Context: an optimization exercise on an open-source flow, tuned for small area. The choices shown serve that exercise and are no tape-out recipe. Only simulation tests tie the RTL to the original design; equivalence was not proved.

==> flow/design.v (excerpt) <==
module  main_calc_cu (Clk, Reset, dataInBus, btl, btr, btd, btu, btc,
			sel1, sel2, sel3, sel4, sel5, sel6, sel7,
			add, sub, div, mult, gcd, isprime, sqrt, done,
			num1_out, num2_out,
			textOut);
input [7:0] dataInBus;
input btl, btr, btd, btu, btc;
input Clk, Reset;
output sel1, sel2, sel3, sel4, sel5, sel6, sel7;
output add, sub, div, mult, gcd, isprime, sqrt, done;
output [8*32:0] textOut;
output [7:0] num1_out, num2_out;
localparam K_ADD = 3'd7, K_SUB = 3'd2, K_DIV = 3'd5, K_MULT = 3'd4,
           K_GCD = 3'd6, K_PRIME = 3'd0, K_POW = 3'd1;
localparam C_TITLE = 4'd0, C_IN1 = 4'd2, C_IN2 = 4'd3, C_CALC0 = 4'd6,
           C_CALC1 = 4'd5, C_DIVB = 4'd4, C_DONE = 4'd7, C_RESET = 4'd1;
localparam E_START = 3'd2, E_LA = 3'd3, E_LB = 3'd7, E_BEGIN = 3'd1,
           E_CALC = 3'd5, E_PH2 = 3'd0, E_DONE = 3'd6;
reg       mop;      
reg [2:0] mk;
reg       numf;
reg [3:0] tcode;    
reg [2:0] scode;    
wire      edone = (scode == C_DONE[2:0]);
assign sel1 = !mop && mk == K_ADD;
assign sel2 = !mop && mk == K_SUB;
assign sel3 = !mop && mk == K_DIV;
assign sel4 = !mop && mk == K_MULT;
assign sel5 = !mop && mk == K_GCD;
assign sel6 = !mop && mk == K_PRIME;
assign sel7 = !mop && mk == K_POW;
assign add     = mop && mk == K_ADD;
assign sub     = mop && mk == K_SUB;
assign div     = mop && mk == K_DIV;
assign mult    = mop && mk == K_MULT;
assign gcd     = mop && mk == K_GCD;
assign isprime = mop && mk == K_PRIME;
assign sqrt    = mop && mk == K_POW;
assign done    = 1'b0;
assign num1_out = {4'b0000, numf, 1'b0, numf, 1'b0};
assign num2_out = {numf, numf, 1'b0, numf, numf, numf, 1'b0, numf};
reg [2:0] nk;
always @* begin
  nk = mk;
  case (mk)
  ...
For scale: roughly 60 flip-flops, roughly 300 I/O pins.
==> flow/config.mk <==
export PLATFORM = sky130hd
export DESIGN_NAME = main_calc_cu
export DESIGN_NICKNAME = main_calc_cu
export VERILOG_FILES = /design/flow/design.v
export SDC_FILE = /design/flow/constraint.sdc
export NUM_CORES = 4
export LEC_CHECK = 0
export ABC_AREA = 1
export CAP_MARGIN = 40
export CORE_MARGIN = 2
export CORE_UTILIZATION = 40
export GPL_TIMING_DRIVEN = 0
export SLEW_MARGIN = 40
==> flow/constraint.sdc <==
create_clock -name core_clock -period 32.0 [get_ports {Clk}]
set_input_delay 6.4000 -clock core_clock [delete_from_list [all_inputs] [get_ports {Clk}]]
set_output_delay 6.4000 -clock core_clock [all_outputs]
set_load 0.01 [all_outputs]
standard.sh (not shown) runs the stock make flow with config.mk's settings and CLKGATE_MAP_FILE= SYNTH_SCRIPT=/design/flow/synth_recipe.tcl, a recipe that flattens the netlist after the stock synthesis.
==> flow/flow/run.sh <==
#!/bin/bash
# Own flow: the standard layout with
#  - synthesis as the standard one, but with an area-oriented ABC script (flow/area.abc);
#    flip-flops are mapped before ABC runs, so the registers are the standard synthesis's;
#  - the smallest buffer on every port;
#  - a small clock tree without dummy loads;
#  - synthesis buffers removed before placement, placement not timing driven
#    (GPL_TIMING_DRIVEN 0 in config.mk; SLEW_MARGIN and CAP_MARGIN 40 so that repair
#    buffers the high-fanout nets this leaves);
#  - one tie cell each for the constant-0 and constant-1 outputs.
# Each tool's output goes to flow.log here and to ORFS's own logs under orfs/logs.
set -euo pipefail
W=$(pwd)
# ORFS synth.tcl with the ABC script swapped for ours
sed 's|^  log_cmd abc {\*}\$abc_args|  set abc_args [lreplace $abc_args 1 1 '"$W"'/flow/area.abc]\n  log_cmd abc {*}$abc_args|' \
  "$FLOW_HOME/scripts/synth.tcl" > "$W/own_synth_body.tcl"
grep -q "flow/area.abc" "$W/own_synth_body.tcl"
sed "s|source \$::env(SCRIPTS_DIR)/synth.tcl|source $W/own_synth_body.tcl|" synth_recipe.tcl > "$W/own_synth.tcl"
grep -q own_synth_body "$W/own_synth.tcl"
sed "s|SYNTH_SCRIPT=[^ ]*|SYNTH_SCRIPT=$W/own_synth.tcl|" standard.sh > "$W/own_standard.sh"
grep -q own_synth.tcl "$W/own_standard.sh"
export BUFFER_PORTS_ARGS="-buffer_cell sky130_fd_sc_hd__buf_1"
export CTS_ARGS="-sink_clustering_enable -repair_clock_nets -dont_use_dummy_load -buf_list sky130_fd_sc_hd__clkbuf_8 -sink_clustering_size 30 -sink_clustering_max_diameter 100"
# remove the synthesis buffers before placement (timing-driven placement, which would, is off)
export PRE_GLOBAL_PLACE_TCL="$W/flow/pre_gpl.tcl"
# one tie cell for the constant outputs
export SKIP_REPAIR_TIE_FANOUT=1
bash "$W/own_standard.sh" > "$W/flow.log" 2>&1
==> flow/flow/area.abc <==
strash
&get -n
&deepsyn -T 60
&put
dch -f
map -a
strash
dch -f
map -a
topo
stime -c
==> flow/flow/pre_gpl.tcl <==
remove_buffers
Then changed:
--- a/flow/design.v
+++ b/flow/design.v
@@ -82,20 +82,20 @@
 input [7:0] dataInBus;
 input btl, btr, btd, btu, btc;
 input Clk, Reset;
 output sel1, sel2, sel3, sel4, sel5, sel6, sel7;
 output add, sub, div, mult, gcd, isprime, sqrt, done;
 output [8*32:0] textOut;
 output [7:0] num1_out, num2_out;
-localparam K_ADD = 3'd7, K_SUB = 3'd2, K_DIV = 3'd5, K_MULT = 3'd4,
-           K_GCD = 3'd6, K_PRIME = 3'd0, K_POW = 3'd1;
-localparam C_TITLE = 4'd0, C_IN1 = 4'd2, C_IN2 = 4'd3, C_CALC0 = 4'd6,
-           C_CALC1 = 4'd5, C_DIVB = 4'd4, C_DONE = 4'd7, C_RESET = 4'd1;
-localparam E_START = 3'd2, E_LA = 3'd3, E_LB = 3'd7, E_BEGIN = 3'd1,
-           E_CALC = 3'd5, E_PH2 = 3'd0, E_DONE = 3'd6;
+localparam K_ADD = 3'd0, K_SUB = 3'd1, K_DIV = 3'd2, K_MULT = 3'd3,
+           K_GCD = 3'd4, K_PRIME = 3'd5, K_POW = 3'd6;
+localparam C_TITLE = 4'd0, C_IN1 = 4'd1, C_IN2 = 4'd2, C_CALC0 = 4'd3,
+           C_CALC1 = 4'd4, C_DIVB = 4'd5, C_DONE = 4'd6, C_RESET = 4'd7;
+localparam E_START = 3'd0, E_LA = 3'd1, E_LB = 3'd2, E_BEGIN = 3'd3,
+           E_CALC = 3'd4, E_PH2 = 3'd5, E_DONE = 3'd6;
 reg       mop;      
 reg [2:0] mk;
 reg       numf;
 reg [3:0] tcode;    
 reg [2:0] scode;    
 wire      edone = (scode == C_DONE[2:0]);
 assign sel1 = !mop && mk == K_ADD;
=> Worst setup slack is better by 520 ps. Synthesized cell count grows by a few percent. Cell area rises slightly. Die area rises slightly. Flip-flop and latch count stays the same. Global-route usage went down by 0.55 points. Register-to-register slack gets better by 520 ps. First-iteration DRC count increases by a few percent. Sequential share of layout area is lower by 0.18 points.

## re-timing with driven ports
Ports are ideal in the flow. The routed layouts listed here were re-timed in OpenROAD. Step 1 (the two cells are an assumption about what drives the block):
set clk [get_ports {Clk}]
set_driving_cell -lib_cell sky130_fd_sc_hd__clkbuf_16 $clk
set_driving_cell -lib_cell sky130_fd_sc_hd__buf_2 [delete_from_list [all_inputs] $clk]
Step 2 also shifts input and output timing later by t, the mid clock arrival at the registers, as if the neighbouring blocks saw the same clock. a / b / c = no drivers / after step 1 / after step 2; a / b = the first two.
| run | shift t [ns] | setup slack, ns | clock arrival spread, ns | worst register clock-pin slew, ns |
|---|---|---|---|---|
| the first run | 0.404 | 12.660 / 12.660 / 12.660 | 0.033 / 0.032 | 0.09 / 0.09 |
| the second run | 0.393 | 13.183 / 13.183 / 13.183 | 0.028 / 0.028 | 0.08 / 0.08 |
After both steps every run listed still meets setup and hold.
